What follows belongs to an exercise in optimizing a design on an open flow for small area, a short achievable clock period and few clock cycles; a production flow would make more cautious choices. In this exercise RTL edits were held to simulation tests only and were not proved equivalent to the original. The clock port is modelled as an ideal driver; clocking choices that lean on that would not hold on a real chip.

===== design/flow/design.v =====
module Bfloat16_add(input [15:0] c, input [15:0] d, output [15:0] sum);
    wire cbig = c[14:0] >= d[14:0];
    wire [15:0] b = cbig ? c : d;
    wire [15:0] s = cbig ? d : c;
    wire [7:0] ed = b[14:7] - s[14:7];
    wire [7:0] ns = (ed[7:3] != 5'd0) ? 8'd0 : ({1'b1, s[6:0]} >> ed[2:0]);
    wire [7:0] nb = {1'b1, b[6:0]};
    wire sub = c[15] ^ d[15];
    wire [8:0] r = sub ? {1'b0, nb} - {1'b0, ns} : {1'b0, nb} + {1'b0, ns};
    reg [2:0] pos;
    always @(*) begin
        casez (r[7:1])
            7'b1??????: pos = 3'd0;
            7'b01?????: pos = 3'd1;
            7'b001????: pos = 3'd2;
            7'b0001???: pos = 3'd3;
            7'b00001??: pos = 3'd4;
            7'b000001?: pos = 3'd5;
            7'b0000001: pos = 3'd6;
            default:    pos = 3'd7;
        endcase
    end
    wire [7:0] sh = r[7:0] << pos;
    wire [15:0] addres = r[8] ? {b[15], b[14:7] + 8'd1, r[7:1]} : {b[15], b[14:7], r[6:0]};
    wire [15:0] subres = (r[7:0] == 8'd0) ? 16'd0 :
                         {b[15], b[14:7] - {5'd0, pos}, (pos == 3'd7) ? 7'd0 : sh[6:0]};
    assign sum = sub ? subres : addres;
endmodule
module bf_addpos(input [14:0] c, input [14:0] d, output [14:0] sum);
    wire cbig = c >= d;
    wire [14:0] b = cbig ? c : d;
    wire [14:0] s = cbig ? d : c;
    wire [7:0] ed = b[14:7] - s[14:7];
    wire [7:0] ns = (ed[7:3] != 5'd0) ? 8'd0 : ({1'b1, s[6:0]} >> ed[2:0]);
    wire [8:0] r = {2'b01, b[6:0]} + {1'b0, ns};
    assign sum = r[8] ? {b[14:7] + 8'd1, r[7:1]} : {b[14:7], r[6:0]};
endmodule
module bf_add_slow(input [15:0] c, input [15:0] d, input byp, output [15:0] sum);
    wire [15:0] cmpc;
    assign cmpc[0] = 1'b1;
    genvar k;
    generate for (k = 0; k < 15; k = k + 1) begin : cm
        assign cmpc[k+1] = (c[k] & ~d[k]) | (c[k] & cmpc[k]) | (~d[k] & cmpc[k]);
    end endgenerate
    wire cbig = cmpc[15] | byp;
    wire [15:0] b = cbig ? c : d;
    wire [15:0] s = cbig ? d : c;
    wire [7:0] ed; wire edc;
    radd8 r1(b[14:7], ~s[14:7], 1'b1, ed, edc);
    wire [7:0] ns = (byp || ed[7:3] != 5'd0) ? 8'd0 : ({1'b1, s[6:0]} >> ed[2:0]);
    wire [7:0] nb = {1'b1, b[6:0]};
    wire sub = (c[15] ^ d[15]) & !byp;
    wire [7:0] rr; wire rco;
    radd8 r2(nb, sub ? ~ns : ns, sub, rr, rco);
    wire [8:0] r = {rco & !sub, rr};
    reg [2:0] pos;
    always @(*) begin
        casez (r[7:1])
            7'b1??????: pos = 3'd0;
            7'b01?????: pos = 3'd1;
            7'b001????: pos = 3'd2;
            7'b0001???: pos = 3'd3;
            7'b00001??: pos = 3'd4;
            7'b000001?: pos = 3'd5;
            7'b0000001: pos = 3'd6;
            default:    pos = 3'd7;
        endcase
    end
    wire [7:0] sh = r[7:0] << pos;
    wire [7:0] einc, edec; wire ic, dc;
    radd8 r3(b[14:7], 8'd0, 1'b1, einc, ic);
    radd8 r4(b[14:7], ~{5'd0, pos}, 1'b1, edec, dc);
    wire [15:0] addres = r[8] ? {b[15], einc, r[7:1]} : {b[15], b[14:7], r[6:0]};
    wire [15:0] subres = (r[7:0] == 8'd0) ? 16'd0 :
                         {b[15], edec, (pos == 3'd7) ? 7'd0 : sh[6:0]};
    assign sum = sub ? subres : addres;
endmodule
module radd8(input [7:0] a, input [7:0] b, input ci, output [7:0] s, output co);
    wire [8:0] c;
    assign c[0] = ci;
    genvar k;
    generate for (k = 0; k < 8; k = k + 1) begin : rc
        assign s[k] = a[k] ^ b[k] ^ c[k];
        assign c[k+1] = (a[k] & b[k]) | (a[k] & c[k]) | (b[k] & c[k]);
    end endgenerate
    assign co = c[8];
endmodule
module Bfloat16_mul(input [15:0] a, input [15:0] b, output [15:0] product);
    wire [15:0] fp;
    mant_mul m(a[6:0], b[6:0], fp);
    wire [7:0] m8 = fp[15] ? fp[15:8] : fp[14:7];
    wire rb = fp[15] ? fp[7] : fp[6];
    wire [7:0] rm; wire rc;
    radd8 r1(m8, 8'd0, rb, rm, rc);
    wire [7:0] e0, ex; wire c0, c1;
    radd8 r2(a[14:7], b[14:7], fp[15], e0, c0);
    radd8 r3(e0, 8'd129, rc, ex, c1);
    wire sg = a[15] ^ b[15];
    assign product = (a[14:0] == 15'd0 || b[14:0] == 15'd0) ? 16'd0 :
                     (a[14:7] == 8'd255 || b[14:7] == 8'd255) ? {sg, 8'd255, 7'd0} :
                     {sg, ex, rc ? 7'd0 : rm[6:0]};
endmodule
module bf_sq(input [14:0] a, output [14:0] product);
    wire [15:0] fp;
    mant_sq m(a[6:0], fp);
    wire [7:0] m8 = fp[15] ? fp[15:8] : fp[14:7];
    wire rb = fp[15] ? fp[7] : fp[6];
    wire [8:0] rm = {1'b0, m8} + {8'd0, rb};
    wire [7:0] ex = {a[13:7], fp[15]} + 8'd129 + {7'd0, rm[8]};
    assign product = (a == 15'd0) ? 15'd0 :
                     (a[14:7] == 8'd255) ? {8'd255, 7'd0} :
                     {ex, rm[8] ? 7'd0 : rm[6:0]};
endmodule
module bf_dbl(input [15:0] a, output [15:0] y);
    assign y = (a[14:0] == 15'd0) ? 16'd0 :
               (a[14:7] == 8'd255) ? {a[15], 8'd255, 7'd0} :
               {a[15], a[14:7] + 8'd1, a[6:0]};
endmodule
module mant_mul(input [6:0] a, input [6:0] b, output [15:0] p);
    wire t1 = (a[0] & b[6]) ^ (a[1] & b[5]);
    wire t2 = (a[0] & b[6]) & (a[1] & b[5]);
    wire t3 = a[0] ^ (a[1] & b[6]) ^ (a[2] & b[5]);
    wire t4 = (a[0] & (a[1] & b[6])) | (a[0] & (a[2] & b[5])) | ((a[1] & b[6]) & (a[2] & b[5]));
    wire t5 = (a[3] & b[4]) ^ (a[4] & b[3]);
    wire t6 = (a[3] & b[4]) & (a[4] & b[3]);
    wire t7 = a[1] ^ (a[2] & b[6]) ^ (a[3] & b[5]);
    wire t8 = (a[1] & (a[2] & b[6])) | (a[1] & (a[3] & b[5])) | ((a[2] & b[6]) & (a[3] & b[5]));
    wire t9 = (a[4] & b[4]) ^ (a[5] & b[3]);
    wire t10 = (a[4] & b[4]) & (a[5] & b[3]);
    wire t11 = a[2] ^ (a[3] & b[6]) ^ (a[4] & b[5]);
    wire t12 = (a[2] & (a[3] & b[6])) | (a[2] & (a[4] & b[5])) | ((a[3] & b[6]) & (a[4] & b[5]));
    wire t13 = (a[0] & b[4]) ^ (a[1] & b[3]);
    wire t14 = (a[0] & b[4]) & (a[1] & b[3]);
    wire t15 = (a[0] & b[5]) ^ (a[1] & b[4]) ^ (a[2] & b[3]);
    wire t16 = ((a[0] & b[5]) & (a[1] & b[4])) | ((a[0] & b[5]) & (a[2] & b[3])) | ((a[1] & b[4]) & (a[2] & b[3]));
    wire t17 = (a[3] & b[2]) ^ (a[4] & b[1]);
    wire t18 = (a[3] & b[2]) & (a[4] & b[1]);
    wire t19 = t1 ^ (a[2] & b[4]) ^ (a[3] & b[3]);
    wire t20 = (t1 & (a[2] & b[4])) | (t1 & (a[3] & b[3])) | ((a[2] & b[4]) & (a[3] & b[3]));
    wire t21 = (a[4] & b[2]) ^ (a[5] & b[1]) ^ (a[6] & b[0]);
    wire t22 = ((a[4] & b[2]) & (a[5] & b[1])) | ((a[4] & b[2]) & (a[6] & b[0])) | ((a[5] & b[1]) & (a[6] & b[0]));
    wire t23 = t2 ^ t3 ^ t5;
    wire t24 = (t2 & t3) | (t2 & t5) | (t3 & t5);
    wire t25 = (a[5] & b[2]) ^ (a[6] & b[1]) ^ b[0];
    wire t26 = ((a[5] & b[2]) & (a[6] & b[1])) | ((a[5] & b[2]) & b[0]) | ((a[6] & b[1]) & b[0]);
    wire t27 = t4 ^ t6 ^ t7;
    wire t28 = (t4 & t6) | (t4 & t7) | (t6 & t7);
    wire t29 = t9 ^ (a[6] & b[2]) ^ b[1];
    wire t30 = (t9 & (a[6] & b[2])) | (t9 & b[1]) | ((a[6] & b[2]) & b[1]);
    wire t31 = t8 ^ t10 ^ t11;
    wire t32 = (t8 & t10) | (t8 & t11) | (t10 & t11);
    wire t33 = (a[5] & b[4]) ^ (a[6] & b[3]) ^ b[2];
    wire t34 = ((a[5] & b[4]) & (a[6] & b[3])) | ((a[5] & b[4]) & b[2]) | ((a[6] & b[3]) & b[2]);
    wire t35 = t12 ^ a[3] ^ (a[4] & b[6]);
    wire t36 = (t12 & a[3]) | (t12 & (a[4] & b[6])) | (a[3] & (a[4] & b[6]));
    wire t37 = (a[5] & b[5]) ^ (a[6] & b[4]) ^ b[3];
    wire t38 = ((a[5] & b[5]) & (a[6] & b[4])) | ((a[5] & b[5]) & b[3]) | ((a[6] & b[4]) & b[3]);
    wire t39 = a[4] ^ (a[5] & b[6]) ^ (a[6] & b[5]);
    wire t40 = (a[4] & (a[5] & b[6])) | (a[4] & (a[6] & b[5])) | ((a[5] & b[6]) & (a[6] & b[5]));
    wire t41 = (a[0] & b[3]) ^ (a[1] & b[2]);
    wire t42 = (a[0] & b[3]) & (a[1] & b[2]);
    wire t43 = t13 ^ (a[2] & b[2]) ^ (a[3] & b[1]);
    wire t44 = (t13 & (a[2] & b[2])) | (t13 & (a[3] & b[1])) | ((a[2] & b[2]) & (a[3] & b[1]));
    wire t45 = t14 ^ t15 ^ t17;
    wire t46 = (t14 & t15) | (t14 & t17) | (t15 & t17);
    wire t47 = t16 ^ t18 ^ t19;
    wire t48 = (t16 & t18) | (t16 & t19) | (t18 & t19);
    wire t49 = t20 ^ t22 ^ t23;
    wire t50 = (t20 & t22) | (t20 & t23) | (t22 & t23);
    wire t51 = t24 ^ t26 ^ t27;
    wire t52 = (t24 & t26) | (t24 & t27) | (t26 & t27);
    wire t53 = t28 ^ t30 ^ t31;
    wire t54 = (t28 & t30) | (t28 & t31) | (t30 & t31);
    wire t55 = t32 ^ t34 ^ t35;
    wire t56 = (t32 & t34) | (t32 & t35) | (t34 & t35);
    wire t57 = t36 ^ t38 ^ t39;
    wire t58 = (t36 & t38) | (t36 & t39) | (t38 & t39);
    wire t59 = t40 ^ a[5] ^ (a[6] & b[6]);
    wire t60 = (t40 & a[5]) | (t40 & (a[6] & b[6])) | (a[5] & (a[6] & b[6]));
    wire t61 = (a[0] & b[2]) ^ (a[1] & b[1]);
    wire t62 = (a[0] & b[2]) & (a[1] & b[1]);
    wire t63 = t41 ^ (a[2] & b[1]) ^ (a[3] & b[0]);
    wire t64 = (t41 & (a[2] & b[1])) | (t41 & (a[3] & b[0])) | ((a[2] & b[1]) & (a[3] & b[0]));
    wire t65 = t42 ^ t43 ^ (a[4] & b[0]);
    wire t66 = (t42 & t43) | (t42 & (a[4] & b[0])) | (t43 & (a[4] & b[0]));
    wire t67 = t44 ^ t45 ^ (a[5] & b[0]);
    wire t68 = (t44 & t45) | (t44 & (a[5] & b[0])) | (t45 & (a[5] & b[0]));
    wire t69 = t46 ^ t47 ^ t21;
    wire t70 = (t46 & t47) | (t46 & t21) | (t47 & t21);
    wire t71 = t48 ^ t49 ^ t25;
    wire t72 = (t48 & t49) | (t48 & t25) | (t49 & t25);
    wire t73 = t50 ^ t51 ^ t29;
    wire t74 = (t50 & t51) | (t50 & t29) | (t51 & t29);
    wire t75 = t52 ^ t53 ^ t33;
    wire t76 = (t52 & t53) | (t52 & t33) | (t53 & t33);
    wire t77 = t54 ^ t55 ^ t37;
    wire t78 = (t54 & t55) | (t54 & t37) | (t55 & t37);
    wire t79 = t56 ^ t57 ^ b[4];
    wire t80 = (t56 & t57) | (t56 & b[4]) | (t57 & b[4]);
    wire t81 = t58 ^ t59 ^ b[5];
    wire t82 = (t58 & t59) | (t58 & b[5]) | (t59 & b[5]);
    wire t83 = t60 ^ a[6] ^ b[6];
    wire t84 = (t60 & a[6]) | (t60 & b[6]) | (a[6] & b[6]);
    wire [15:0] r0 = {1'b0, t84, t82, t80, t78, t76, t74, t72, t70, t68, t66, t64, t62, t61, (a[0] & b[1]), (a[0] & b[0])};
    wire [15:0] r1 = {1'b0, 1'b1, t83, t81, t79, t77, t75, t73, t71, t69, t67, t65, t63, (a[2] & b[0]), (a[1] & b[0]), 1'b0};
    wire [16:0] cy;
    assign cy[0] = 1'b0;
    genvar k;
    generate for (k = 0; k < 16; k = k + 1) begin : rc
        assign p[k] = r0[k] ^ r1[k] ^ cy[k];
        assign cy[k+1] = (r0[k] & r1[k]) | (r0[k] & cy[k]) | (r1[k] & cy[k]);
    end endgenerate
endmodule
module mant_sq(input [6:0] a, output [15:0] p);
    wire t1 = a[0] ^ (a[1] & a[6]);
    wire t2 = a[0] & (a[1] & a[6]);
    wire t3 = (a[0] & a[5]) ^ (a[1] & a[4]);
    wire t4 = (a[0] & a[5]) & (a[1] & a[4]);
    wire t5 = (a[0] & a[6]) ^ (a[1] & a[5]);
    wire t6 = (a[0] & a[6]) & (a[1] & a[5]);
    wire t7 = t1 ^ (a[2] & a[5]) ^ (a[3] & a[4]);
    wire t8 = (t1 & (a[2] & a[5])) | (t1 & (a[3] & a[4])) | ((a[2] & a[5]) & (a[3] & a[4]));
    wire t9 = t2 ^ a[1] ^ (a[2] & a[6]);
    wire t10 = (t2 & a[1]) | (t2 & (a[2] & a[6])) | (a[1] & (a[2] & a[6]));
    wire t11 = a[2] ^ (a[3] & a[6]) ^ (a[4] & a[5]);
    wire t12 = (a[2] & (a[3] & a[6])) | (a[2] & (a[4] & a[5])) | ((a[3] & a[6]) & (a[4] & a[5]));
    wire t13 = (a[0] & a[3]) ^ (a[1] & a[2]);
    wire t14 = (a[0] & a[3]) & (a[1] & a[2]);
    wire t15 = (a[0] & a[4]) ^ (a[1] & a[3]);
    wire t16 = (a[0] & a[4]) & (a[1] & a[3]);
    wire t17 = t3 ^ (a[2] & a[3]) ^ a[3];
    wire t18 = (t3 & (a[2] & a[3])) | (t3 & a[3]) | ((a[2] & a[3]) & a[3]);
    wire t19 = t4 ^ t5 ^ (a[2] & a[4]);
    wire t20 = (t4 & t5) | (t4 & (a[2] & a[4])) | (t5 & (a[2] & a[4]));
    wire t21 = t6 ^ t7 ^ a[4];
    wire t22 = (t6 & t7) | (t6 & a[4]) | (t7 & a[4]);
    wire t23 = t8 ^ t9 ^ (a[3] & a[5]);
    wire t24 = (t8 & t9) | (t8 & (a[3] & a[5])) | (t9 & (a[3] & a[5]));
    wire t25 = t10 ^ t11 ^ a[5];
    wire t26 = (t10 & t11) | (t10 & a[5]) | (t11 & a[5]);
    wire t27 = t12 ^ a[3] ^ (a[4] & a[6]);
    wire t28 = (t12 & a[3]) | (t12 & (a[4] & a[6])) | (a[3] & (a[4] & a[6]));
    wire t29 = a[4] ^ (a[5] & a[6]) ^ a[6];
    wire t30 = (a[4] & (a[5] & a[6])) | (a[4] & a[6]) | ((a[5] & a[6]) & a[6]);
    wire [15:0] r0 = {1'b0, a[6], t30, t28, t26, t24, t22, t20, t18, t16, t14, t13, (a[0] & a[2]), (a[0] & a[1]), 1'b0, a[0]};
    wire [15:0] r1 = {1'b0, 1'b1, a[5], t29, t27, t25, t23, t21, t19, t17, t15, a[2], 1'b0, a[1], 1'b0, 1'b0};
    wire [16:0] cy;
    assign cy[0] = 1'b0;
    genvar k;
    generate for (k = 0; k < 16; k = k + 1) begin : rc
        assign p[k] = r0[k] ^ r1[k] ^ cy[k];
        assign cy[k+1] = (r0[k] & r1[k]) | (r0[k] & cy[k]) | (r1[k] & cy[k]);
    end endgenerate
endmodule
module fitness_lin(input [15:0] x, input [15:0] y, output [15:0] u, output [15:0] v);
    wire [15:0] x2, y2, s1, s2;
    bf_dbl d1(y, y2);
    bf_dbl d2(x, x2);
    Bfloat16_add a1(x, y2, s1);
    Bfloat16_add a2(x2, y, s2);
    bf_addk #(7'h60) a3(s1, u);      
    bf_addk #(7'h20) a4(s2, v);      
endmodule
module fitness_sq(input [15:0] u, input [15:0] v, output [14:0] f);
    wire [14:0] u2, v2;
    bf_sq q1(u[14:0], u2);
    bf_sq q2(v[14:0], v2);
    bf_addpos a1(u2, v2, f);
endmodule
module bf_addk #(parameter [6:0] MK = 7'h60) (input [15:0] a, output [15:0] sum);
    localparam [7:0] NK = {1'b1, MK};
    wire s = a[15];
    wire [7:0] e = a[14:7];
    wire [7:0] n = {1'b1, a[6:0]};
    wire abig = a[14:0] >= {8'd129, MK};
    wire [7:0] sha = e - 8'd129;
    wire [7:0] nka = (sha[7:3] != 5'd0) ? 8'd0 : (NK >> sha[2:0]);
    wire [7:0] shb = 8'd129 - e;
    wire [7:0] nab = (shb[7:3] != 5'd0) ? 8'd0 : (n >> shb[2:0]);
    wire [7:0] nb = abig ? n : NK;
    wire [7:0] ns = abig ? nka : nab;
    wire [7:0] eb = abig ? e : 8'd129;
    wire sb = abig ? s : 1'b1;
    wire sub = !s;
    wire [8:0] r = sub ? {1'b0, nb} - {1'b0, ns} : {1'b0, nb} + {1'b0, ns};
    wire z4 = r[7:4] == 4'd0;
    wire [7:0] n4 = z4 ? {r[3:0], 4'd0} : r[7:0];
    wire z2 = n4[7:6] == 2'd0;
    wire [7:0] n2 = z2 ? {n4[5:0], 2'd0} : n4;
    wire z1 = !n2[7];
    wire [7:0] sh = z1 ? {n2[6:0], 1'b0} : n2;
    wire [2:0] pos = {z4, z2, z1};
    wire [15:0] addres = r[8] ? {sb, eb + 8'd1, r[7:1]} : {sb, eb, r[6:0]};
    wire [15:0] subres = (r[7:0] == 8'd0) ? 16'd0 : {sb, eb - {5'd0, pos}, sh[6:0]};
    assign sum = sub ? subres : addres;
endmodule
module twin_lfsr(input clk, input reset, input step, input [8:0] seed1, input [8:0] seed2,
                 output [15:0] n1, output [15:0] n2, output [15:0] nn1, output [15:0] nn2);
    reg [8:0] N1, N2;
    wire [8:0] M1 = {N1[7], N1[6], N1[5] ^ N1[8], N1[8], N1[0], N1[4], N1[3] ^ N1[0], N1[2], N1[1]};
    wire [8:0] M2 = {N2[7], N2[6], N2[5] ^ N2[8], N2[8], N2[0], N2[4], N2[3] ^ N2[0], N2[2], N2[1]};
    always @(posedge clk) begin
        if (reset) begin
            N1 <= seed1;
            N2 <= seed2;
        end else if (step) begin
            N1 <= M1;
            N2 <= M2;
        end
    end
    assign n1 = {N1[8], 5'b01111, N1[7], 1'b1, 1'b0, N1[6:0]};
    assign n2 = {N2[8], 5'b01111, N2[7], 1'b1, 1'b0, N2[6:0]};
    assign nn1 = {M1[8], 5'b01111, M1[7], 1'b1, 1'b0, M1[6:0]};
    assign nn2 = {M2[8], 5'b01111, M2[7], 1'b1, 1'b0, M2[6:0]};
endmodule
module BAS(input clk, input reset, input [8:0]count, input [8:0]seed1, input [8:0]seed2, input [15:0]xi, input [15:0]yi, input [15:0]P, input [15:0]E, output [15:0]xo, output [15:0]yo, output [15:0]fo, output [31:0]clk_cnt, output reg done);
    localparam K_NONE = 3'd0, K_INIT = 3'd1, K_R = 3'd2, K_L = 3'd3, K_T0 = 3'd4, K_T1 = 3'd5;
    reg [15:0] x, y, p, e;
    reg [14:0] f;
    reg [8:0] cnt, itc;
    reg [1:0] pc;                        
    reg act;                             
    reg [1:0] k;                         
    wire s0 = act & (k == 2'd0), s1 = act & (k == 2'd1);
    wire s2 = act & (k == 2'd2), s3 = act & (k == 2'd3);
    wire [15:0] dx, dy, ndx, ndy;
    twin_lfsr lfsr(clk, reset, s3, seed1, seed2, dx, dy, ndx, ndy);
    wire useE = s0 | s1;
    wire useY = (pc == 2'd1) | s1 | s3;
    wire [15:0] ma = useE ? e : p;
    wire [15:0] d = (s2 | s3) ? (useY ? ndy : ndx) : (useY ? dy : dx);
    wire [15:0] mp;
    Bfloat16_mul m1(ma, {1'b0, d[14:0]}, mp);
    reg [14:0] opa, opb, opc, opd;       
    reg [2:0] k1, k2;                    
    reg [14:0] fr;                       
    reg [15:0] x1, y1, xsel, ysel;
    reg sg;
    reg pend;                            
    reg [1:0] c0, c1;                    
    wire [1:0] cs = sg ? c1 : c0;
    wire pred = cs[1];                   
    wire last = (itc + 9'd1 == cnt);
    wire ini = (pc == 2'd2);
    wire pe = s0 | s1;
    wire nz = pe ? (p[14:0] != 15'd0) : (e[14:0] != 15'd0);
    wire neg = s1 | s2;
    wire [14:0] ox = pe ? opa : opc;
    wire [14:0] oy = pe ? opb : opd;
    wire [15:0] sx = {nz & ((pe ? p[15] ^ dx[15] : e[15]) ^ neg), ox};
    wire [15:0] sy = {nz & ((pe ? p[15] ^ dy[15] : e[15]) ^ neg), oy};
    wire [15:0] ax, ay;
    wire usel = pend & pred;             
    wire [15:0] xs = usel ? xsel : x;
    wire [15:0] ys = usel ? ysel : y;
    bf_add_slow a1(xs, sx, ini, ax);
    bf_add_slow a2(ys, sy, ini, ay);
    wire [2:0] k0 = ini ? K_INIT : s0 ? K_R : s1 ? K_L : s2 ? K_T1 : s3 ? K_T0 : K_NONE;
    wire [15:0] u, v;
    fitness_lin lin(x1, y1, u, v);
    reg [15:0] u2, v2;
    wire [14:0] fs;
    fitness_sq sq(u2, v2, fs);
    wire sgn = !(fr > fs);               
    wire le = fs <= f;
    wire dec = (k2 == K_T0) & !sg | (k2 == K_T1) & sg;    
    wire take = dec & le;
    wire redo = dec & (le != pred) & !last;   
    always @(posedge clk) begin
        if ((pc == 2'd2) | s2) opa <= mp[14:0];
        if ((pc == 2'd1) | s3) opb <= mp[14:0];
        if (s0) opc <= mp[14:0];
        if (s1) opd <= mp[14:0];
        x1 <= ax;
        y1 <= ay;
        u2 <= u;
        v2 <= v;
        if (k2 == K_R) fr <= fs;
        if (k2 == K_L) begin
            sg <= sgn;
            xsel <= sgn ? x1 : ax;       
            ysel <= sgn ? y1 : ay;
        end
        if ((k2 == K_INIT) | take) f <= fs;
        if (reset) begin
            x <= xi;
            y <= yi;
            p <= P;
            e <= E;
            cnt <= count;
            itc <= 9'd0;
            pc <= 2'd2;
            act <= 1'b0;
            k <= 2'd0;
            done <= 1'b0;
            k1 <= K_NONE;
            k2 <= K_NONE;
            pend <= 1'b0;
            c0 <= 2'd2;
            c1 <= 2'd2;
        end else begin
            if (pc != 2'd0) pc <= pc - 2'd1;
            if (pc == 2'd1) act <= (cnt != 9'd0);
            if ((k2 == K_INIT) && (cnt == 9'd0)) done <= 1'b1;
            if (take) begin
                x <= xsel;
                y <= ysel;
            end
            if (dec) begin
                itc <= itc + 9'd1;
                if (sg) c1 <= le ? (c1 == 2'd3 ? c1 : c1 + 2'd1) : (c1 == 2'd0 ? c1 : c1 - 2'd1);
                else c0 <= le ? (c0 == 2'd3 ? c0 : c0 + 2'd1) : (c0 == 2'd0 ? c0 : c0 - 2'd1);
                pend <= 1'b0;
                if (last) begin
                    done <= 1'b1;
                    act <= 1'b0;
                end
            end
            if (redo) begin
                k <= 2'd0;
                k1 <= K_NONE;
                k2 <= K_NONE;
            end else begin
                k1 <= k0;
                k2 <= k1;
                if (act) begin
                    k <= k + 2'd1;
                    if (s3) begin
                        if (itc + 9'd1 < cnt) pend <= 1'b1;
                        else act <= 1'b0;
                    end
                end
            end
        end
    end
    assign xo = x;
    assign yo = y;
    assign fo = {1'b0, f};
    assign clk_cnt = {23'd0, itc};
endmodule

===== design/flow/flow/run.sh =====
#!/bin/bash
# The standard layout, except:
# - synthesis maps all the logic with the ABC script flow/area.abc, in place
#   of ORFS's area script and without first mapping adders to full/half-adder
#   cells (ADDER_MAP_FILE empty); otherwise synth_recipe.tcl unchanged;
# - plain buf_1 cells as the port buffers;
# - timing repair aiming at 56.2 ns of setup slack, and after CTS a repair
#   of the paths from the inputs only (flow/io_repair.tcl).
set -euo pipefail
W=$PWD
cat > "$W/flow_synth.tcl" <<TCL
proc abc {args} {
  set i [lsearch -exact \$args -script]
  if {\$i >= 0} { lset args [expr {\$i + 1}] $W/flow/area.abc }
  yosys abc {*}\$args
}
source $W/synth_recipe.tcl
TCL
bash standard.sh "SYNTH_SCRIPT=$W/flow_synth.tcl" ADDER_MAP_FILE= "BUFFER_PORTS_ARGS=-buffer_cell sky130_fd_sc_hd__buf_1" SETUP_SLACK_MARGIN=56.2 "POST_CTS_TCL=$W/flow/io_repair.tcl" finish > standard.log 2>&1

===== design/flow/flow/area.abc =====
strash
dc2
dc2
dch -f
amap
topo
stime -c
buffer -c
upsize -c
dnsize -c

===== design/flow/flow/io_repair.tcl =====
# Run after CTS (POST_CTS_TCL): a timing repair of the paths from the inputs
# to the registers only, aiming at 56.9 ns of slack; the other paths are left
# to the standard repair. The false paths are set for this repair only and
# removed again before the design is written.
set_false_path -from [all_registers] -to [all_registers]
set_false_path -to [all_outputs]
repair_timing -setup -setup_margin 56.9 -verbose
sta::unset_path_exceptions -from [all_registers] -to [all_registers]
sta::unset_path_exceptions -to [all_outputs]
detailed_placement
check_placement -verbose
estimate_parasitics -placement
report_worst_slack -max

===== design/flow/standard.sh =====
#!/bin/bash
# synth_recipe.tcl (not shown) runs the flow's synth.tcl, then flattens the netlist and writes it again
# the make line also repeats each setting of config.mk as NAME=value (left out here)
make -C /OpenROAD-flow-scripts/flow DESIGN_CONFIG=/design/flow/config.mk WORK_HOME=/design/flow/orfs CLKGATE_MAP_FILE= SYNTH_SCRIPT=/design/flow/synth_recipe.tcl "${@:-finish}"

===== design/flow/config.mk =====
export PLATFORM = sky130hd
export DESIGN_NAME = BAS
export DESIGN_NICKNAME = BAS
export VERILOG_FILES = /design/flow/design.v
export SDC_FILE = /design/flow/constraint.sdc
export NUM_CORES = 8
export LEC_CHECK = 0
export ABC_AREA = 1
export CAP_MARGIN = 20
export CORE_MARGIN = 2
export CORE_UTILIZATION = 60
export CTS_CLUSTER_DIAMETER = 100
export CTS_CLUSTER_SIZE = 20
export SLEW_MARGIN = 20

===== design/flow/constraint.sdc =====
create_clock -name core_clock -period 72.0 [get_ports {clk}]
set_input_delay 14.4000 -clock core_clock [delete_from_list [all_inputs] [get_ports {clk}]]
set_output_delay 14.4000 -clock core_clock [all_outputs]
set_load 0.01 [all_outputs]

==> summary.md, run 1 <==
| Metric | Value |
|---|---|
| Status | no timing/DRC/antenna violations |
| Final setup viols | 0 |
| Ys async rst share | 0 |
| Syn Inst Count | 3819 |
| Via Count | 29.4k |
| Fin. max-slew vios | 0 |
| Critical path buffer and inverter count | 1 |
| Post-synth EDFFs | 214 |
| Largest net degree at the start of global routing | 69 |
| Design Area, Final | 29200 µm² |
| Number of global-route vias before repair | 26.2k |
| Synth-to-Final Area Change | 9.11% |
| ANT nets after route | 0 |
| Cell family with most CP delay | flip-flops |
| Dpl cells | 4498 |
| Fmax | 0.0637 GHz |
| I/O pin cnt | 174 |
| Period Utilization, post-route | 0.218 |
| GP Congestion | 0.975 |
| Critical path's largest stage delay | 0.40 ns |
| Gr ovfl total | 0 |
| Layout cells sized above 1 | 0.116 |
| Mapped Area | 26800 µm² |
| # diodes | 0 |
| CP Class | register to output pin |
| Final TNS setup | 0 ns |
| Critical path required time | 57.60 ns |
| CP endpoint kind | output pin |
| Routed wire length | 83900 µm |
| Total track usage | 0.339 |
| Global-route wire length before repair | 131000 µm |
| Initial Util | 0.606 |
| Min cycle time layout | 15.69 ns |
| Placed Area | 27700 µm² |
| WL/cell | 18.3 µm |
| Yosys reg bits | 302 |
| Setup WS post-layout | 56.31 ns |
| Slowest-stage cell, CP | edfxtp_1 |
| Synth area leaders | edfxtp_1 (24%), nor2_1 (12%), o22ai_1 (7.1%) |
| Hold Vio Cnt, Final | 0 |
| Clk sinks | 302 |
| Ys flop type | edfxtp_1 |
| CTS tree | built |
| Die height | 215 µm |
| Post-synth top area share | 0.240 |
| Syn_area_per_cell | 7.01 µm² |
| Initial antenna violation count | 0 |
| Layout Nets | 4073 |
| Commonest non-fill, non-tap cell in the layout | nor2_1 |
| Port Buffers | 149 |
| First-pass DRT Iterations | 6 |
| Post-route DRC violation count | 0 |
| Vias per cell | 6.41 |
| CP max FO | 2 |
| Post-synthesis sequential area ratio | 0.306 |
| CP arrival | 1.29 ns |
| Cell variety after synth | 109 |
| Reg clk slew, reported paths | 0.09 ns |
| Number of max-cap violations | 0 |
| Worst-margin pin slew | 1.04 ns |
| CP Cell Sequence | buf_1 |
| Relative slew slack | 0.304 |
| Largest area contributor in the netlist | edfxtp_1 |
| Cell Rows | 77 |
| HP Class | register to register |
| Core area | 44100 µm² |
| Fin cells | 4587 |
| Post-DP HPWL | 63300 µm |
| RSZ-0062 raised after global routing | no |
| Yosys warnings | 4 |
| Die area | 46300 µm² |
| Clock Skew | 0.0287 ns |
| Dpl ws | 55.59 ns |
| DR iter-0 viols | 3317 |
| Die width | 215 µm |
| Most frequent cells in the layout | nor2_1 (834), nand2_1 (340), a21oi_1 (325), o22ai_1 (297), inv_1 (293) |
| Type of origin of the critical path | register |
| Skew-Pair Late Insertion Delay | 0.56 ns |
cell families (layout without fill, tap and decap cells):
family / Yosys count / count (layout) / share of synthesized area
simple gates: 1602 / 1602 / 0.268
compound gates: 1427 / 1432 / 0.346
buf+inv: 482 / 630 / 0.0780
flops: 302 / 302 / 0.306
xor+xnor: 5 / 5 / 0.00164
other cells: 1 / 24 / 0.000140
path summary, 6_finish.rpt:
path | to | slack (ns) | startpoint | cells after the start
worst max-delay path | xo[7] | 56.31 | x[7] | 1
worst min-delay path | k2[2] | 0.44 | k1[2] | 1
worst min register to register | k2[2] | 0.44 | k1[2] | 1
worst max register to register | v2[11] | 57.31 | x1[7] | 101
routing by layer:
metal  GRT usage  routed length (µm)
met3      0.0293                7330
met2       0.574               39100
met4       0.106                2810
met1       0.459               34700
met5           0                   0
through the flow:
stage,utilization,hold slack [ns]
3_5_place_dp,0.629,0.424
3_3_place_gp,0.629,0.422
5_1_grt,0.662,0.471
2_1_floorplan,-,0.414
6_report,0.662,0.440
state kept, by name (all words and copies together) (netlist names), 16 cells and up:
| signal | flops |
|---|---|
| y | 16 |
| ysel | 16 |
| e | 16 |
| y1 | 16 |
| p | 16 |
| x1 | 16 |
| x | 16 |
| xsel | 16 |
synth_stat cells, drive strengths merged, types with 19 or more instances:
| cell type | count |
|---|---|
| o221ai | 21 |
| dfxtp | 88 |
| or2 | 34 |
| edfxtp | 214 |
| o22a | 90 |
| a21o | 23 |
| clkbuf | 56 |
| o21ai | 367 |
| nor2 | 928 |
| nor4 | 26 |
| buf | 58 |
| inv | 351 |
| nor2b | 54 |
| and3 | 25 |
| a22oi | 22 |
| o22ai | 316 |
| and2 | 31 |
| a31oi | 34 |
| nand2 | 352 |
| o32ai | 44 |
| nor3 | 75 |
| nand3 | 31 |
| o21a | 38 |
| a221oi | 19 |
| a21oi | 346 |
layout make-up:
| cell class | instances | area, µm² |
|---|---|---|
| multi-input cells | 3063 | 17000 |
| fillers | 3887 | 14900 |
| flip-flops and latches | 302 | 8190 |
| inverters | 366 | 1420 |
| repair buffers | 225 | 1190 |
| well taps | 592 | 741 |
| clock buffers | 33 | 602 |
| clock inverters | 5 | 73.8 |
| repair inverters | 1 | 5.00 |
Testbench counts, summed over its fixed seeds: cycles 200,424.
==> run 2: changes to the inputs <==
==> design/flow/flow/area.abc (replaced) <==
strash
ifraig
dc2
dch -f
amap -m
topo
stime -c
buffer -c
upsize -c -D 12500
dnsize -c -D 12500
--- a/design/flow/config.mk
+++ b/design/flow/config.mk
@@ -9,5 +9,5 @@
 export CAP_MARGIN = 20
 export CORE_MARGIN = 2
-export CORE_UTILIZATION = 60
+export CORE_UTILIZATION = 70
 export CTS_CLUSTER_DIAMETER = 100
 export CTS_CLUSTER_SIZE = 20
==> run 2 against run 1 <==
- fmax rose by 0.43%
- highest routed layer unchanged
- via count rose by 1.7%
- cell count is 2.8% lower
- first-iteration DRC count shrank 3.7%
==> summary.md, run 2 <==
| Metric | Value |
|---|---|
| # diodes | 0 (unchanged) |
| Die area | 38900 µm² (was 46300 µm²) |
| Synth top cells by count | nor2_1 (820), nand2_1 (412), inv_1 (355) (was nor2_1 (844), nand2_1 (341), a21oi_1 (333)) |
| Cell Rows | 70 (was 77) |
| Clock Skew | 0.0166 ns (was 0.0287 ns) |
| Placed Area | 27100 µm² (was 27700 µm²) |
| Clk sinks | 302 (unchanged) |
| Synth area leaders | edfxtp_1 (25%), nor2_1 (12%), o22ai_1 (7.9%) (was edfxtp_1 (24%), nor2_1 (12%), o22ai_1 (7.1%)) |
| Layout cells sized above 1 | 0.0840 (was 0.116) |
| Post-synth EDFFs | 214 (unchanged) |
| Ys async rst share | 0 (unchanged) |
| Final setup viols | 0 (unchanged) |
| ANT nets after route | 0 (unchanged) |
| Hold_sp | pc[1] (was k1[2]) |
| Post-DP HPWL | 60800 µm (was 63300 µm) |
| Cell family with most CP delay | flip-flops (unchanged) |
| GP Congestion | 0.988 (was 0.975) |
| Die width | 197 µm (was 215 µm) |
| Gr ovfl total | 0 (unchanged) |
| Hold EP | pc[1] (was k2[2]) |
| Critical path buffer and inverter count | 1 (unchanged) |
| FF-to-FF setup slack | 57.20 ns (was 57.31 ns) |
| R2r worst-path depth | 95 (was 101) |
| Syn_area_per_cell | 6.84 µm² (was 7.01 µm²) |
| Post-route DRC violation count | 0 (unchanged) |
| Relative slew slack | 0.262 (was 0.304) |
| DR iter-0 viols | 3193 (was 3317) |
| FF+latch area | 8190 µm² (unchanged) |
| CP arrival | 1.23 ns (was 1.29 ns) |
| Skew-Pair Late Insertion Delay | 0.54 ns (was 0.56 ns) |
| CP Cell Sequence | buf_1 (unchanged) |
| Hold Vio Cnt, Final | 0 (unchanged) |
| Initial Util | 0.713 (was 0.606) |
| Number of global-route vias before repair | 26.9k (was 26.2k) |
| Min cycle time layout | 15.63 ns (was 15.69 ns) |
| Initial antenna violation count | 0 (unchanged) |
| Post-synth top area share | 0.246 (was 0.240) |
| Commonest non-fill, non-tap cell in the layout | nor2_1 (unchanged) |
| Met3 WL | 9850 µm (was 7330 µm) |
| Via Count | 29.9k (was 29.4k) |
| Routed metal-1 wire length | 31000 µm (was 34700 µm) |
| Reg-to-reg endpoint | u2[12] (was v2[11]) |
| Port Buffers | 149 (unchanged) |
| Yosys reg bits | 302 (unchanged) |
| Largest area contributor in the netlist | edfxtp_1 (unchanged) |
| CTS tree | built (unchanged) |
| RSZ-0062 raised after global routing | no (unchanged) |
| Die height | 197 µm (was 215 µm) |
| Fillers | 2740 (was 3887) |
| Dpl ws | 55.24 ns (was 55.59 ns) |
| Mapped Area | 26200 µm² (was 26800 µm²) |
| Critical path's largest stage delay | 0.42 ns (was 0.40 ns) |
| Design Area, Final | 28500 µm² (was 29200 µm²) |
| Fin. max-slew vios | 0 (unchanged) |
| Layout Nets | 4070 (was 4073) |
| CP max FO | 4 (was 2) |
| Period Utilization, post-route | 0.217 (was 0.218) |
| Max Used Layer | met4 (unchanged) |
| I/O pin cnt | 174 (unchanged) |
| Core area | 36700 µm² (was 44100 µm²) |
| Vias per cell | 6.70 (was 6.41) |
| Setup WS post-layout | 56.37 ns (was 56.31 ns) |
| Final TNS setup | 0 ns (unchanged) |
| Slowest-stage cell, CP | edfxtp_1 (unchanged) |
| Most frequent cell after synthesis | nor2_1 (unchanged) |
| Number of max-cap violations | 0 (unchanged) |
| Multi-input gate area | 16500 µm² (was 17000 µm²) |
| Global-route wire length before repair | 129000 µm (was 131000 µm) |
| Yosys warnings | 4 (unchanged) |
| Ys flop type | edfxtp_1 (unchanged) |
| Fmax | 0.0640 GHz (was 0.0637 GHz) |
| Reg clk slew, reported paths | 0.09 ns (about the same) |
| Routed wl met2 | 37900 µm (was 39100 µm) |
| Routed wire length | 82600 µm (was 83900 µm) |
| R2R Path Start | y1[8] (was x1[7]) |
| Status | no timing/DRC/antenna violations (unchanged) |
| Fin cells | 4458 (was 4587) |
| WL/cell | 18.5 µm (was 18.3 µm) |
| Min-Delay Path Depth | 2 (was 1) |
| Largest net degree at the start of global routing | 88 (was 69) |
| Type of origin of the critical path | register (unchanged) |
| Cell variety after synth | 95 (was 109) |
| Syn Inst Count | 3825 (was 3819) |
| Total track usage | 0.400 (was 0.339) |
| Synth-to-Final Area Change | 8.97% (was 9.11%) |
| Most frequent cells in the layout | nor2_1 (806), nand2_1 (407), inv_1 (352), o22ai_1 (321), a21oi_1 (287) (was nor2_1 (834), nand2_1 (340), a21oi_1 (325), o22ai_1 (297), inv_1 (293)) |
| Dpl cells | 4373 (was 4498) |
| CP endpoint kind | output pin (unchanged) |
| Post-synthesis sequential area ratio | 0.313 (was 0.306) |
| Worst-margin pin slew | 1.10 ns (was 1.04 ns) |
| Critical path required time | 57.60 ns (about the same) |
| HP Class | register to register (unchanged) |
| First-pass DRT Iterations | 9 (was 6) |
| CP Class | register to output pin (unchanged) |
[run 2: stage by stage]
stage | hold WS [ns] | utilization
after floorplan | 0.422 | -
after global placement | 0.429 | 0.737
after detailed placement | 0.445 | 0.738
after global routing | 0.476 | 0.777
final | 0.453 | 0.777
[run 2: cell families after synthesis]
kind of cell | count (synthesis) | share of synthesized area
and+or+nand+nor | 1562 | 0.255
buffers and inverters | 535 | 0.0816
other | 1 | 0.000143
AOI/OAI and AO/OA | 1423 | 0.349
xor gates and xnor gates | 2 | 0.000669
DFF | 302 | 0.313
[run 2: routing by layer]
metal	GRT usage	up-vias
li1	-	14200
met1	0.502	13500
met2	0.674	1867
met3	0.0833	332
met4	0.163	0
met5	0	-
[run 2: worst min-delay path, stage by stage (launching register included)]
cell     delay [ns]
dfxtp_1        0.32
nand2_1        0.06
nand2_1        0.04
[run 2: worst max-delay path by stage]
stage	to	from	depth (start not counted)
final	fo[9]	f[9]	1
after global routing	x[8]	u2[6]	95
after detailed placement	lfsr.N2[5]	reset	4
after global placement	lfsr.N1[5]	reset	4
after floorplan	lfsr.N1[0]	reset	4
[run 2: final cells by class]
| cell class | instances | area share |
|---|---|---|
| multi-input combinational | 3020 | 0.577 |
| sequential | 302 | 0.287 |
| inverter | 421 | 0.0565 |
| timing repair buffer | 211 | 0.0374 |
| tap | 468 | 0.0205 |
| clock buffer | 30 | 0.0196 |
| clock inverter | 5 | 0.00162 |
| timing repair inverter | 1 | 0.000263 |
==> run 3: changes to the inputs <==
--- a/design/flow/config.mk
+++ b/design/flow/config.mk
@@ -9,5 +9,5 @@
 export CAP_MARGIN = 20
 export CORE_MARGIN = 2
-export CORE_UTILIZATION = 70
+export CORE_UTILIZATION = 60
 export CTS_CLUSTER_DIAMETER = 100
 export CTS_CLUSTER_SIZE = 20
==> run 3 against run 2 <==
- still clean
- worst hold slack better by 0.0085 ns
- global-route usage down 5.6 points
- routed wire length down 0.36%
- via count down 2.5%
- setup slack better by 0.0097 ns
- largest cell class unchanged
==> summary.md, run 3 <==
| Metric | Value |
|---|---|
| Cell variety after synth | 95 (unchanged) |
| Die area | 45300 µm² (was 38900 µm²) |
| Dpl cells | 4492 (was 4373) |
| Worst setup path start | x[12] (was f[9]) |
| Relative slew slack | 0.239 (was 0.262) |
| Fin. max-slew vios | 0 (unchanged) |
| Worst path depth | 1 (unchanged) |
| Post-synth EDFFs | 214 (unchanged) |
| Critical path's largest stage delay | 0.38 ns (was 0.42 ns) |
| Hold Vio Cnt, Final | 0 (unchanged) |
| WL/cell | 18.0 µm (was 18.5 µm) |
| Min cycle time layout | 15.62 ns (was 15.63 ns) |
| Post-synthesis sequential area ratio | 0.313 (unchanged) |
| Global-route wire length before repair | 128000 µm (was 129000 µm) |
| Ys flop type | edfxtp_1 (unchanged) |
| Skew-Pair Late Insertion Delay | 0.55 ns (was 0.54 ns) |
| CP Class | register to output pin (unchanged) |
| First-pass DRT Iterations | 8 (was 9) |
| Clock Skew | 0.0184 ns (was 0.0166 ns) |
| DR iter-0 viols | 3478 (was 3193) |
| HP Class | register to register (unchanged) |
| Die height | 213 µm (was 197 µm) |
| CP Cell Sequence | buf_1 (unchanged) |
| Dpl ws | 55.63 ns (was 55.24 ns) |
| Post-DP HPWL | 62100 µm (was 60800 µm) |
| Die width | 213 µm (was 197 µm) |
| Most frequent cells in the layout | nor2_1 (810), nand2_1 (408), inv_1 (352), o22ai_1 (316), a21oi_1 (289) (was nor2_1 (806), nand2_1 (407), inv_1 (352), o22ai_1 (321), a21oi_1 (287)) |
| Layout Utilization | 0.669 (was 0.777) |
| Mapped Area | 26200 µm² (unchanged) |
| Type of origin of the critical path | register (unchanged) |
| Ys async rst share | 0 (unchanged) |
| FF-to-FF setup slack | 57.24 ns (was 57.20 ns) |
| Total track usage | 0.344 (was 0.400) |
| Yosys reg bits | 302 (unchanged) |
| Reg-to-reg endpoint | u2[12] (unchanged) |
| Largest net degree at the start of global routing | 89 (was 88) |
| Status | no timing/DRC/antenna violations (unchanged) |
| Vias per cell | 6.37 (was 6.70) |
| Worst-margin pin slew | 1.13 ns (was 1.10 ns) |
| Number of global-route vias before repair | 25.7k (was 26.9k) |
| Port Buffers | 149 (unchanged) |
| Post-route DRC violation count | 0 (unchanged) |
| Commonest non-fill, non-tap cell in the layout | nor2_1 (unchanged) |
| Final TNS setup | 0 ns (unchanged) |
| CP max FO | 2 (was 4) |
| CTS tree | built (unchanged) |
| Largest area contributor in the netlist | edfxtp_1 (unchanged) |
| Reg clk slew, reported paths | 0.08 ns (was 0.09 ns) |
| Critical path buffer and inverter count | 1 (unchanged) |
| RSZ-0062 raised after global routing | no (unchanged) |
| CP arrival | 1.22 ns (was 1.23 ns) |
| Number of max-cap violations | 0 (unchanged) |
| R2r worst-path depth | 93 (was 95) |
| Layout Nets | 4072 (was 4070) |
| I/O pin cnt | 174 (unchanged) |
| Initial antenna violation count | 3 (was 0) |
| Post-synth top area share | 0.246 (unchanged) |
| Most frequent cell after synthesis | nor2_1 (unchanged) |
| Clk sinks | 302 (unchanged) |
| Routed wire length | 82300 µm (was 82600 µm) |
| Synth top cells by count | nor2_1 (820), nand2_1 (412), inv_1 (355) (unchanged) |
| Syn Inst Count | 3825 (unchanged) |
| Period Utilization, post-route | 0.217 (about the same) |
| Fmax | 0.0640 GHz (about the same) |
| R2R Path Start | y1[8] (unchanged) |
| Initial Util | 0.608 (was 0.713) |
| Hold_sp | pc[1] (unchanged) |
| Core area | 43100 µm² (was 36700 µm²) |
| Setup WS post-layout | 56.38 ns (was 56.37 ns) |
| Cell family with most CP delay | flip-flops (unchanged) |
| Fin cells | 4579 (was 4458) |
| Gr ovfl total | 0 (unchanged) |
| Critical path required time | 57.60 ns (about the same) |
| Final setup viols | 0 (unchanged) |
| Synth area leaders | edfxtp_1 (25%), nor2_1 (12%), o22ai_1 (7.9%) (unchanged) |
| Yosys warnings | 4 (unchanged) |
| Synth-to-Final Area Change | 10.1% (was 8.97%) |
| CP endpoint kind | output pin (unchanged) |
| GP Congestion | 0.999 (was 0.988) |
| Slowest-stage cell, CP | edfxtp_1 (unchanged) |
| ANT nets after route | 0 (unchanged) |
| Layout cells sized above 1 | 0.0851 (was 0.0840) |
| Via Count | 29.1k (was 29.9k) |
| Syn_area_per_cell | 6.84 µm² (unchanged) |
| Cell Rows | 76 (was 70) |
| Crit path capture | xo[12] (was fo[9]) |
==> run 3: worst min path at each step <==
stage | endpoint | slack, ns | depth (start not counted)
5_1_grt | pc[1] | 0.51 | 2
3_5_place_dp | pc[1] | 0.45 | 2
2_1_floorplan | pc[1] | 0.42 | 2
3_3_place_gp | pc[1] | 0.43 | 2
6_report | pc[1] | 0.46 | 2
==> run 3: routing by layer <==
| layer | GRT usage | wire (µm) | vias up |
|---|---|---|---|
| met5 | 0 | 25 | - |
| met4 | 0.122 | 2970 | 4 |
| met3 | 0.0596 | 7660 | 196 |
| met2 | 0.567 | 37600 | 1361 |
| met1 | 0.456 | 34000 | 13400 |
| li1 | - | - | 14200 |
==> run 3: kinds of logic (layout without fill, tap and decap cells) <==
| logic type | Yosys count | in the layout | share of synthesized area |
|---|---|---|---|
| flip-flops | 302 | 302 | 0.313 |
| AND/OR/NAND/NOR | 1562 | 1567 | 0.255 |
| AO/OA/AOI/OAI | 1423 | 1426 | 0.349 |
| XOR/XNOR | 2 | 2 | 0.000669 |
| other | 1 | 25 | 0.000143 |
| buffers and inverters | 535 | 672 | 0.0816 |
==> run 3: area by class of cell <==
cell class / instances / area, µm²
diodes: 1 / 2.50
clock inverters: 4 / 38.8
repair buffers: 214 / 1140
repair inverters: 1 / 5.00
well taps: 585 / 732
fillers: 3837 / 14300
flip-flops and latches: 302 / 8190
clock buffers: 32 / 588
multi-input cells: 3019 / 16500
inverters: 421 / 1610
==> run 3: stage by stage <==
stage,instance area (µm²),hold WS (ns)
2_1_floorplan,26300,0.422
3_3_place_gp,27200,0.431
3_5_place_dp,27200,0.452
5_1_grt,28800,0.508
6_report,28800,0.461
==> run 4: changes to the inputs <==
--- a/design/flow/config.mk
+++ b/design/flow/config.mk
@@ -10,5 +10,5 @@
 export CORE_MARGIN = 2
 export CORE_UTILIZATION = 60
-export CTS_CLUSTER_DIAMETER = 100
-export CTS_CLUSTER_SIZE = 20
+export CTS_CLUSTER_DIAMETER = 120
+export CTS_CLUSTER_SIZE = 24
 export SLEW_MARGIN = 20
==> run 4 against run 3 <==
- area after synthesis unchanged
- clock skew is 0.0012 ns higher
- fmax is essentially flat
- count of clock-buffer cells in the layout is 5 lower
- first-iteration DRC count shrank 0.92%
- flip-flop and latch count unchanged
- worst hold slack gained 0.0057 ns
- routed wire length shrank 0.14%
- global-route usage hardly changed
- sequential share of layout area grew 0.12 points
- largest cell class unchanged
- highest routed layer unchanged
==> summary.md, run 4 <==
| Metric | Value |
|---|---|
| Status | no timing/DRC/antenna violations (unchanged) |
| Most frequent cells in the layout | nor2_1 (811), nand2_1 (408), inv_1 (352), o22ai_1 (316), a21oi_1 (289) (was nor2_1 (810), nand2_1 (408), inv_1 (352), o22ai_1 (316), a21oi_1 (289)) |
| Synth area leaders | edfxtp_1 (25%), nor2_1 (12%), o22ai_1 (7.9%) (unchanged) |
| Post-synth EDFFs | 214 (unchanged) |
| Die width | 213 µm (unchanged) |
| Hold WS | 0.467 ns (was 0.461 ns) |
| Reg clk slew, reported paths | 0.10 ns (was 0.08 ns) |
| Clk sinks | 302 (unchanged) |
| Fmax | 0.0640 GHz (about the same) |
| RSZ-0062 raised after global routing | no (unchanged) |
| Setup WS post-layout | 56.38 ns (about the same) |
| Final TNS setup | 0 ns (unchanged) |
| # diodes | 0 (was 1) |
| Type of origin of the critical path | register (unchanged) |
| Global-route wire length before repair | 128000 µm (about the same) |
| GP Congestion | 0.999 (unchanged) |
| CP max FO | 2 (unchanged) |
| DR iter-0 viols | 3446 (was 3478) |
| WL/cell | 18.0 µm (about the same) |
| Commonest non-fill, non-tap cell in the layout | nor2_1 (unchanged) |
| FF-to-FF setup slack | 57.14 ns (was 57.24 ns) |
| Mapped Area | 26200 µm² (unchanged) |
| Layout cells sized above 1 | 0.0854 (was 0.0851) |
| CP endpoint kind | output pin (unchanged) |
| Yosys warnings | 4 (unchanged) |
| Min cycle time layout | 15.62 ns (about the same) |
| Post-synth top area share | 0.246 (unchanged) |
| Total track usage | 0.344 (about the same) |
| Hold EP | pc[1] (unchanged) |
| Ys async rst share | 0 (unchanged) |
| Number of global-route vias before repair | 25.7k (about the same) |
| Post-route DRC violation count | 0 (unchanged) |
| Syn Inst Count | 3825 (unchanged) |
| Cell Rows | 76 (unchanged) |
| Initial Util | 0.608 (unchanged) |
| Core area | 43100 µm² (unchanged) |
| Met3 WL | 7560 µm (was 7660 µm) |
| Max Used Layer | met5 (unchanged) |
| Critical path buffer and inverter count | 1 (unchanged) |
| Layout Nets | 4074 (was 4072) |
| Die area | 45300 µm² (unchanged) |
| Dpl cells | 4492 (unchanged) |
| Layout Utilization | 0.666 (was 0.669) |
| HP Class | register to register (unchanged) |
| Synth top cells by count | nor2_1 (820), nand2_1 (412), inv_1 (355) (unchanged) |
| Routed wire length | 82200 µm (was 82300 µm) |
| Port Buffers | 149 (unchanged) |
| Hold Vio Cnt, Final | 0 (unchanged) |
| Cell variety after synth | 95 (unchanged) |
| Vias per cell | 6.36 (was 6.37) |
| Post-synthesis sequential area ratio | 0.313 (unchanged) |
| Reg-to-reg endpoint | u2[12] (unchanged) |
| CP Class | register to output pin (unchanged) |
| R2R Path Start | y1[8] (unchanged) |
| Final setup viols | 0 (unchanged) |
| Largest net degree at the start of global routing | 89 (unchanged) |
| Syn_area_per_cell | 6.84 µm² (unchanged) |
| Yosys reg bits | 302 (unchanged) |
| ANT nets after route | 0 (unchanged) |
| CP arrival | 1.22 ns (about the same) |
| Fin. max-slew vios | 0 (unchanged) |
| Design Area, Final | 28700 µm² (was 28800 µm²) |
| Cell family with most CP delay | flip-flops (unchanged) |
| Worst-margin pin slew | 1.12 ns (was 1.13 ns) |
| Die height | 213 µm (unchanged) |
| Skew-Pair Late Insertion Delay | 0.54 ns (was 0.55 ns) |
| Critical path's largest stage delay | 0.49 ns (was 0.38 ns) |
| Post-DP HPWL | 62100 µm (unchanged) |
| Critical path required time | 57.60 ns (about the same) |
| Min-Delay Path Depth | 2 (unchanged) |
| Largest area contributor in the netlist | edfxtp_1 (unchanged) |
| Placed Area | 27200 µm² (unchanged) |
| Fin cells | 4576 (was 4579) |
| Most frequent cell after synthesis | nor2_1 (unchanged) |
| Period Utilization, post-route | 0.217 (about the same) |
| CTS tree | built (unchanged) |
| Initial antenna violation count | 2 (was 3) |
| Routed metal-1 wire length | 34100 µm (was 34000 µm) |
| First-pass DRT Iterations | 8 (unchanged) |
| CP Cell Sequence | buf_1 (unchanged) |
| Dpl ws | 55.63 ns (unchanged) |
| Via Count | 29.1k (about the same) |
| Routed wl met2 | 37600 µm (about the same) |
| Hold_sp | pc[1] (unchanged) |
| I/O pin cnt | 174 (unchanged) |
| Gr ovfl total | 0 (unchanged) |
| Synth-to-Final Area Change | 9.61% (was 10.1%) |
| Number of max-cap violations | 0 (unchanged) |
| Clock Skew | 0.0196 ns (was 0.0184 ns) |
| Relative slew slack | 0.253 (was 0.239) |
| Fillers | 3860 (was 3837) |
| Slowest-stage cell, CP | edfxtp_1 (unchanged) |
| R2r worst-path depth | 98 (was 93) |
| Ys flop type | edfxtp_1 (unchanged) |
==> run 4: how the worst max path moves through the flow <==
stage           from          to  slack [ns]  cells after the start
2_1_floorplan  reset  lfsr.N1[0]       56.20                      4
3_3_place_gp   reset  lfsr.N1[6]       55.72                      4
3_5_place_dp   v2[1]    xsel[13]       55.63                     90
5_1_grt        v2[6]     ysel[6]       56.12                     95
6_report        x[9]       xo[9]       56.38                      1
==> run 4: kinds of logic (layout without fill, tap and decap cells) <==
| group | Yosys count | in the layout | synth area share |
|---|---|---|---|
| compound gates | 1423 | 1426 | 0.349 |
| xor+xnor | 2 | 2 | 0.000669 |
| buf+inv | 535 | 670 | 0.0816 |
| flops | 302 | 302 | 0.313 |
| other cells | 1 | 24 | 0.000143 |
| simple gates | 1562 | 1567 | 0.255 |
==> run 4: metal layers <==
metal / up-vias / GRT usage
met5: - / 0
met4: 4 / 0.122
met3: 188 / 0.0605
met2: 1313 / 0.567
met1: 13400 / 0.455
li1: 14200 / -
==> run 4: area by class of cell <==
type,count,area [µm²],share of cell area
multi-input combinational,3019,16500,0.575
clock inverter,1,11.3,0.000393
inverter,421,1610,0.0561
sequential,302,8190,0.286
tap,585,732,0.0255
clock buffer,27,463,0.0161
timing repair buffer,221,1170,0.0410
==> run 5: changes to the inputs <==
--- a/design/flow/design.v
+++ b/design/flow/design.v
@@ -427,5 +427,5 @@
                     k <= k + 2'd1;
                     if (s3) begin
-                        if (itc + 9'd1 < cnt) pend <= 1'b1;
+                        if (!last) pend <= 1'b1;
                         else act <= 1'b0;
                     end
==> run 5 against run 4 <==
- clock skew is 0.0054 ns lower
- via count decreased by 1.5%
- area after synthesis increased by 0.15%
- largest cell class unchanged
- still clean on timing, DRC and antenna
- cell area is 1.2% lower
- setup slack improved by 0.044 ns
- cell count down 0.94%
- synthesized cell count is 0.73% lower
- critical path depth stayed put
- die area grew 0.15%
==> summary.md, run 5 <==
| Metric | Value |
|---|---|
| Largest area contributor in the netlist | edfxtp_1 (unchanged) |
| Initial antenna violation count | 1 (was 2) |
| Via Count | 28.6k (was 29.1k) |
| Slowest-stage cell, CP | edfxtp_1 (unchanged) |
| HP Class | register to register (unchanged) |
| Post-synth EDFFs | 214 (unchanged) |
| Reg clk slew, reported paths | 0.10 ns (about the same) |
| Die area | 45400 µm² (was 45300 µm²) |
| Critical path buffer and inverter count | 1 (unchanged) |
| CP max FO | 2 (unchanged) |
| Gr ovfl total | 0 (unchanged) |
| Critical path required time | 57.60 ns (about the same) |
| Routed wire length | 78800 µm (was 82200 µm) |
| Vias per cell | 6.32 (was 6.36) |
| GP Congestion | 1.03 (was 0.999) |
| Post-synthesis sequential area ratio | 0.312 (was 0.313) |
| Dpl cells | 4470 (was 4492) |
| Global-route wire length before repair | 122000 µm (was 128000 µm) |
| Layout cells sized above 1 | 0.0808 (was 0.0854) |
| Fin. max-slew vios | 0 (unchanged) |
| Final TNS setup | 0 ns (unchanged) |
| Total track usage | 0.329 (was 0.344) |
| Clock Skew | 0.0142 ns (was 0.0196 ns) |
| Critical path's largest stage delay | 0.39 ns (was 0.49 ns) |
| Final setup viols | 0 (unchanged) |
| Port Buffers | 149 (unchanged) |
| Clk sinks | 302 (unchanged) |
| Skew-Pair Late Insertion Delay | 0.53 ns (was 0.54 ns) |
| ANT nets after route | 0 (unchanged) |
| Min cycle time layout | 15.57 ns (was 15.62 ns) |
| Post-synth top area share | 0.245 (was 0.246) |
| I/O pin cnt | 174 (unchanged) |
| Status | no timing/DRC/antenna violations (unchanged) |
| Initial Util | 0.608 (about the same) |
| RSZ-0062 raised after global routing | no (unchanged) |
| Ys flop type | edfxtp_1 (unchanged) |
| CTS tree | built (unchanged) |
| Commonest non-fill, non-tap cell in the layout | nor2_1 (unchanged) |
| Layout Nets | 4031 (was 4074) |
| Die width | 213 µm (about the same) |
| Yosys reg bits | 302 (unchanged) |
| DR iter-0 viols | 3282 (was 3446) |
| Hold Vio Cnt, Final | 0 (unchanged) |
| Period Utilization, post-route | 0.216 (was 0.217) |
| CP arrival | 1.17 ns (was 1.22 ns) |
| Post-route DRC violation count | 0 (unchanged) |
| Number of global-route vias before repair | 24.8k (was 25.7k) |
| Fin cells | 4533 (was 4576) |
| CP Class | register to output pin (unchanged) |
| Syn_area_per_cell | 6.90 µm² (was 6.84 µm²) |
| Largest net degree at the start of global routing | 73 (was 89) |
| Die height | 213 µm (about the same) |
| Yosys warnings | 4 (unchanged) |
| Cell family with most CP delay | flip-flops (unchanged) |
| Fmax | 0.0642 GHz (was 0.0640 GHz) |
| Number of max-cap violations | 0 (unchanged) |
| Mapped Area | 26200 µm² (about the same) |
| Synth area leaders | edfxtp_1 (25%), nor2_1 (11%), o22ai_1 (8.2%) (was edfxtp_1 (25%), nor2_1 (12%), o22ai_1 (7.9%)) |
| Synth-to-Final Area Change | 8.13% (was 9.61%) |
| Core area | 43100 µm² (unchanged) |
| Most frequent cell after synthesis | nor2_1 (unchanged) |
| Worst-margin pin slew | 1.03 ns (was 1.12 ns) |
| CP Cell Sequence | buf_1 (unchanged) |
| # diodes | 0 (unchanged) |
| Cell Rows | 76 (unchanged) |
| Most frequent cells in the layout | nor2_1 (779), nand2_1 (403), inv_1 (375), o22ai_1 (338), o21ai_0 (303) (was nor2_1 (811), nand2_1 (408), inv_1 (352), o22ai_1 (316), a21oi_1 (289)) |
| Synth top cells by count | nor2_1 (787), nand2_1 (406), inv_1 (378) (was nor2_1 (820), nand2_1 (412), inv_1 (355)) |
| Ys async rst share | 0 (unchanged) |
| Syn Inst Count | 3797 (was 3825) |
| WL/cell | 17.4 µm (was 18.0 µm) |
| CP endpoint kind | output pin (unchanged) |
| Type of origin of the critical path | register (unchanged) |
| Post-DP HPWL | 60200 µm (was 62100 µm) |
| First-pass DRT Iterations | 8 (unchanged) |
| Relative slew slack | 0.311 (was 0.253) |
| Cell variety after synth | 103 (was 95) |
## run 5: cell types whose count changed after synthesis, sizes merged, moves of 8 or more
cell	before	now
o22ai	334	348
inv	405	418
a31oi	44	34
nor2	842	815
o21ai	368	392
or2	37	29
a211oi	29	40
nor3	89	78
## run 5: final timing paths
kind         startpoint     end  slack, ns  cells past startpoint
max                x[2]   xo[2]      56.43                      1
min               pc[1]   pc[1]       0.45                      2
max reg2reg       y1[7]  u2[10]      57.32                    103
min reg2reg       pc[1]   pc[1]       0.45                      2
## run 5: final cells by class
cell class / instances / area [µm²]
clock inverter: 2 / 13.8
tap: 585 / 732
fill: 3848 / 14700
inverter: 434 / 1670
multi-input combinational: 2977 / 16200
clock buffer: 26 / 459
timing repair buffer: 207 / 1060
sequential: 302 / 8190
## run 5: routing by layer
metal / share of wire / track usage
met4: 0.027 / 0.0880
met5: 0.00014 / 0
met3: 0.090 / 0.0452
met2: 0.46 / 0.550
met1: 0.43 / 0.448
## run 5: cell families after synthesis
group                  synth area share
buffers and inverters            0.0869
DFF                               0.312
other                          0.000143
and+or+nand+nor                   0.248
AOI/OAI and AO/OA                 0.352
## run 5: stage by stage
step	worst slack (ns)	util	hold slack (ns)	instance area (µm²)
finish	56.43	0.658	0.453	28300
detailed placement	55.73	0.631	0.437	27200
global route	56.08	0.658	0.474	28300
floorplan	56.28	-	0.414	26300
global placement	55.80	0.631	0.430	27200
Testbench counts of run 5, summed over its fixed seeds: cycles 200,424.

==> static timing again, ports no longer ideal <==
Ports are ideal in the flow. The routed layouts listed here were re-timed in OpenROAD.
Step 1 (the two cells are an assumption about what drives the block):
set clk [get_ports {clk}]
set_driving_cell -lib_cell sky130_fd_sc_hd__clkbuf_16 $clk
set_driving_cell -lib_cell sky130_fd_sc_hd__buf_2 [delete_from_list [all_inputs] $clk]
Step 2 moves the port delays by t, midway between the first and last clock arrival at a register: inputs arrive t later, outputs are due t later. That takes back most of the time a late clock gives input paths.
a / b / c = ideal / step 1 / step 2; a / b = the first two.
| run | t, ns | setup WS [ns] | latest minus earliest clock arrival (ns) |
|---|---|---|---|
| run 1 | 0.603 | 56.307 / 56.248 / 56.258 | 0.029 / 0.028 |
| run 2 | 0.594 | 56.374 / 56.317 / 56.272 | 0.018 / 0.018 |
| run 3 | 0.605 | 56.384 / 56.322 / 56.291 | 0.018 / 0.018 |
| run 4 | 0.595 | 56.382 / 56.321 / 56.294 | 0.020 / 0.020 |
| run 5 | 0.583 | 56.426 / 56.365 / 56.207 | 0.015 / 0.015 |
After both steps setup and hold are still met in every run listed. For run 5, which loses most, drivers alone change the setup slack by -0.061 ns; drivers and shift together by -0.219 ns.
